Source: an optimization exercise on an open RTL-to-GDS flow (aim: small area). Production flows keep margins and buffers that such runs may drop.
The RTL was checked by simulation tests, not by an equivalence proof against the original design.
The flow treats the clock pin as an ideal source, which a real chip does not have.
Power is estimated from default activity; no workload was simulated.

## onyx
==> flow/design.v (excerpt) <==
module FSM(
	input  wire        clk,
	input  wire        reset_fsm,
	input  wire        DOUT,
	input  wire        DVALID_BAR,
	output wire        DXMIT_BAR,
	output wire        SYS_CLK,
	output wire        DCLK,
	output wire        CONV,
	output wire        fifo_flag,
	input  wire [9:0]  fifo_cnt,
	output wire [63:0] data2pipe,
	output wire        done,
	input  wire [31:0] TINT,
	output wire [31:0] fifo_th
    );
	wire sys_tick;
	CLKGEN clkgen1 (
		.clk(clk), .reset(reset_fsm), .TINT(TINT),
		.SYS_CLK(SYS_CLK), .CONV(CONV), .sys_tick(sys_tick));
	READOUT readout1 (
		.clk(clk), .RST(reset_fsm), .sys_tick(sys_tick), .SYS_CLK(SYS_CLK),
		.DVALID_BAR(DVALID_BAR), .DOUT(DOUT), .fifo_cnt(fifo_cnt), .TINT(TINT),
		.DXMIT_BAR(DXMIT_BAR), .DCLK(DCLK), .done(done), .data2pipe(data2pipe),
		.fifo_th(fifo_th), .fifo_flag(fifo_flag));
endmodule
Settings: LEC_CHECK=0, CAP_MARGIN=20, CORE_MARGIN=2, CORE_UTILIZATION=65, PLACE_DENSITY=0.75, SLEW_MARGIN=20; clock period 10.0 ns.
standard.sh (not shown) runs the stock make flow with config.mk's settings and CLKGATE_MAP_FILE= SYNTH_SCRIPT=/design/flow/synth_recipe.tcl, a recipe that flattens the netlist after the stock synthesis.
==> flow/flow/run.sh <==
#!/bin/bash
# ORFS layout (the standard.sh) with these changes:
# - synthesis maps logic with an area-oriented ABC script (flow/abc_area.script) and
#   leaves adders to ABC (no half/full adder cells); everything else in synthesis is
#   the standard flow's own script, so the registers are the same
# - port buffers are buf_1
# - one tie cell per constant value (no tie fanout repair)
set -euo pipefail
W=$(pwd)
{
  echo 'proc abc {args} {'
  echo '  set i [lsearch $args -script]'
  echo "  if {\$i >= 0} { set args [lreplace \$args \$i [expr {\$i+1}] -script $W/flow/abc_area.script] }"
  echo '  yosys abc {*}$args'
  echo '}'
  cat synth_recipe.tcl
} > my_synth.tcl
sed "s#SYNTH_SCRIPT=[^ ]*#SYNTH_SCRIPT=$W/my_synth.tcl#" standard.sh > my_standard.sh
grep -q "SYNTH_SCRIPT=$W/my_synth.tcl" my_standard.sh
export ADDER_MAP_FILE=
export BUFFER_PORTS_ARGS="-buffer_cell sky130_fd_sc_hd__buf_1"
export SKIP_REPAIR_TIE_FANOUT=1
export CTS_ARGS="-sink_clustering_enable -repair_clock_nets -buf_list sky130_fd_sc_hd__clkbuf_4 -root_buf sky130_fd_sc_hd__clkbuf_4 -dont_use_dummy_load"
export POST_CTS_TCL=$W/flow/post_cts.tcl
bash my_standard.sh finish > standard.log 2>&1
==> flow/flow/abc_area.script <==
strash
dc2
&get -n
&st
&dch -f
&nf -R 1000
&st
&dch -f
&nf -R 1000
&put
topo
==> flow/flow/post_cts.tcl <==
estimate_parasitics -placement
set n_up 0
foreach inst [get_cells -hierarchical *] {
  if {[get_property $inst ref_name] != "sky130_fd_sc_hd__clkbuf_4"} { continue }
  set out [get_pins -of $inst -filter "direction == output"]
  set worst 0
  foreach p [get_pins -of [get_nets -of $out] -filter "direction == input"] {
    set s [get_property $p slew_max]
    if {$s > $worst} { set worst $s }
  }
  if {$worst > 0.118} {
    puts "upsizing [get_full_name $inst]: sink slew $worst"
    replace_cell $inst sky130_fd_sc_hd__clkbuf_8
    incr n_up
  }
}
if {$n_up > 0} {
  detailed_placement
  estimate_parasitics -placement
}
Input changes introduced in ember (baseline for comparison: onyx):
Settings: PLACE_DENSITY now 0.9, was 0.75; CORE_UTILIZATION now 80, was 65.
[summary]
Between ember and onyx, it is ember whose hold slack is lower, by 0.011 ns.
| latest clock arrival within the worst-skew pair | onyx vs ember | ≈ equal |
Area of the die sits lower in ember than in onyx.
Final cycle utilization of the critical path | ember above onyx
Taking onyx as the reference, in ember total power of the final layout went up 0.41%, post-route core utilization picked up an extra 14 points, maximum clock frequency now sits lower, average cell area after synthesis stayed essentially flat.
The setup slack of ember is smaller than that of onyx.
Input changes introduced in indigo (baseline for comparison: ember):
Settings: clearing PLACE_DENSITY, which used to be 0.9; swapping 80 for 40 in CORE_UTILIZATION.
--- a/flow/flow/run.sh
+++ b/flow/flow/run.sh
@@ -7,2 +7,3 @@
 # - one tie cell per constant value (no tie fanout repair)
+# - clock tree from mid-size clock buffers, without dummy loads
 set -euo pipefail
@@ -22,4 +23,3 @@
 export SKIP_REPAIR_TIE_FANOUT=1
-export CTS_ARGS="-sink_clustering_enable -repair_clock_nets -buf_list sky130_fd_sc_hd__clkbuf_4 -root_buf sky130_fd_sc_hd__clkbuf_4 -dont_use_dummy_load"
-export POST_CTS_TCL=$W/flow/post_cts.tcl
+export CTS_ARGS="-sink_clustering_enable -repair_clock_nets -buf_list sky130_fd_sc_hd__clkbuf_8 -root_buf sky130_fd_sc_hd__clkbuf_8 -sink_clustering_size 20 -dont_use_dummy_load"
 bash my_standard.sh finish > standard.log 2>&1
removed: flow/flow/post_cts.tcl
Results
- Per the final summary, ember finished and its layout is clean on timing, DRC and antenna.
- Per the final summary, indigo finished and its layout is clean on timing, DRC and antenna.
- indigo -> ember: number of top-level pins delta 0, exact match
- Compared with ember, indigo shows worst hold slack lower by 0.0047 ns.
- Summary: via count, indigo better than ember
- indigo: number of antenna violations at the first check in global routing 1 below ember
--- input diff indigo..raven ---
--- a/flow/flow/run.sh
+++ b/flow/flow/run.sh
@@ -23,3 +23,3 @@
 export SKIP_REPAIR_TIE_FANOUT=1
-export CTS_ARGS="-sink_clustering_enable -repair_clock_nets -buf_list sky130_fd_sc_hd__clkbuf_8 -root_buf sky130_fd_sc_hd__clkbuf_8 -sink_clustering_size 20 -dont_use_dummy_load"
+export CTS_ARGS="-sink_clustering_enable -repair_clock_nets -buf_list sky130_fd_sc_hd__clkbuf_4 -root_buf sky130_fd_sc_hd__clkbuf_8 -sink_clustering_size 7 -dont_use_dummy_load"
 bash my_standard.sh finish > standard.log 2>&1
Findings:
The overall power of the completed layout of indigo and that of raven are within noise of each other.
raven -> indigo: number of maximum-capacitance violations delta 0, exact match
Net count after synthesis: indigo vs raven identical
~same clock-pin slew on the worst setup and hold paths in indigo and raven
Compared raven against indigo; final area within noise.
Per the comparison of raven with indigo, smallest setup slack after layout essentially unchanged, power share of the combinational group essentially unchanged.
Looking at indigo and raven, the shortest clock period the worst path allows after layout is a wash.

re-timing with driven ports:
The results above use ideal ports. As a check the final layouts listed here were re-extracted and re-timed, cells and wires unchanged.
Step 1: set_driving_cell puts a clkbuf_16 on clk and a buf_2 on each other input, an assumption about the parent block.
Step 2 also shifts input and output timing later by t, the mid clock arrival at the registers, as if the neighbouring blocks saw the same clock.
a / b / c = ideal / step 1 / step 2; a / b = the first two.
run | shift t [ns] | setup WS [ns] | worst register clock-pin slew, ns | worst slew at a driven data input, ns
onyx | 0.359 | 3.883 / 3.883 / 3.856 | 0.10 / 0.10 | 0.04
ember | 0.370 | 3.279 / 3.279 / 3.279 | 0.11 / 0.11 | 0.05
indigo | 0.363 | 3.440 / 3.440 / 3.440 | 0.09 / 0.09 | 0.04
raven | 0.363 | 3.440 / 3.440 / 3.440 | 0.09 / 0.09 | 0.04
After both steps every run listed still meets setup and hold. For onyx, which loses most, drivers alone change the setup slack by 0.000 ns; drivers and shift together by -0.027 ns.
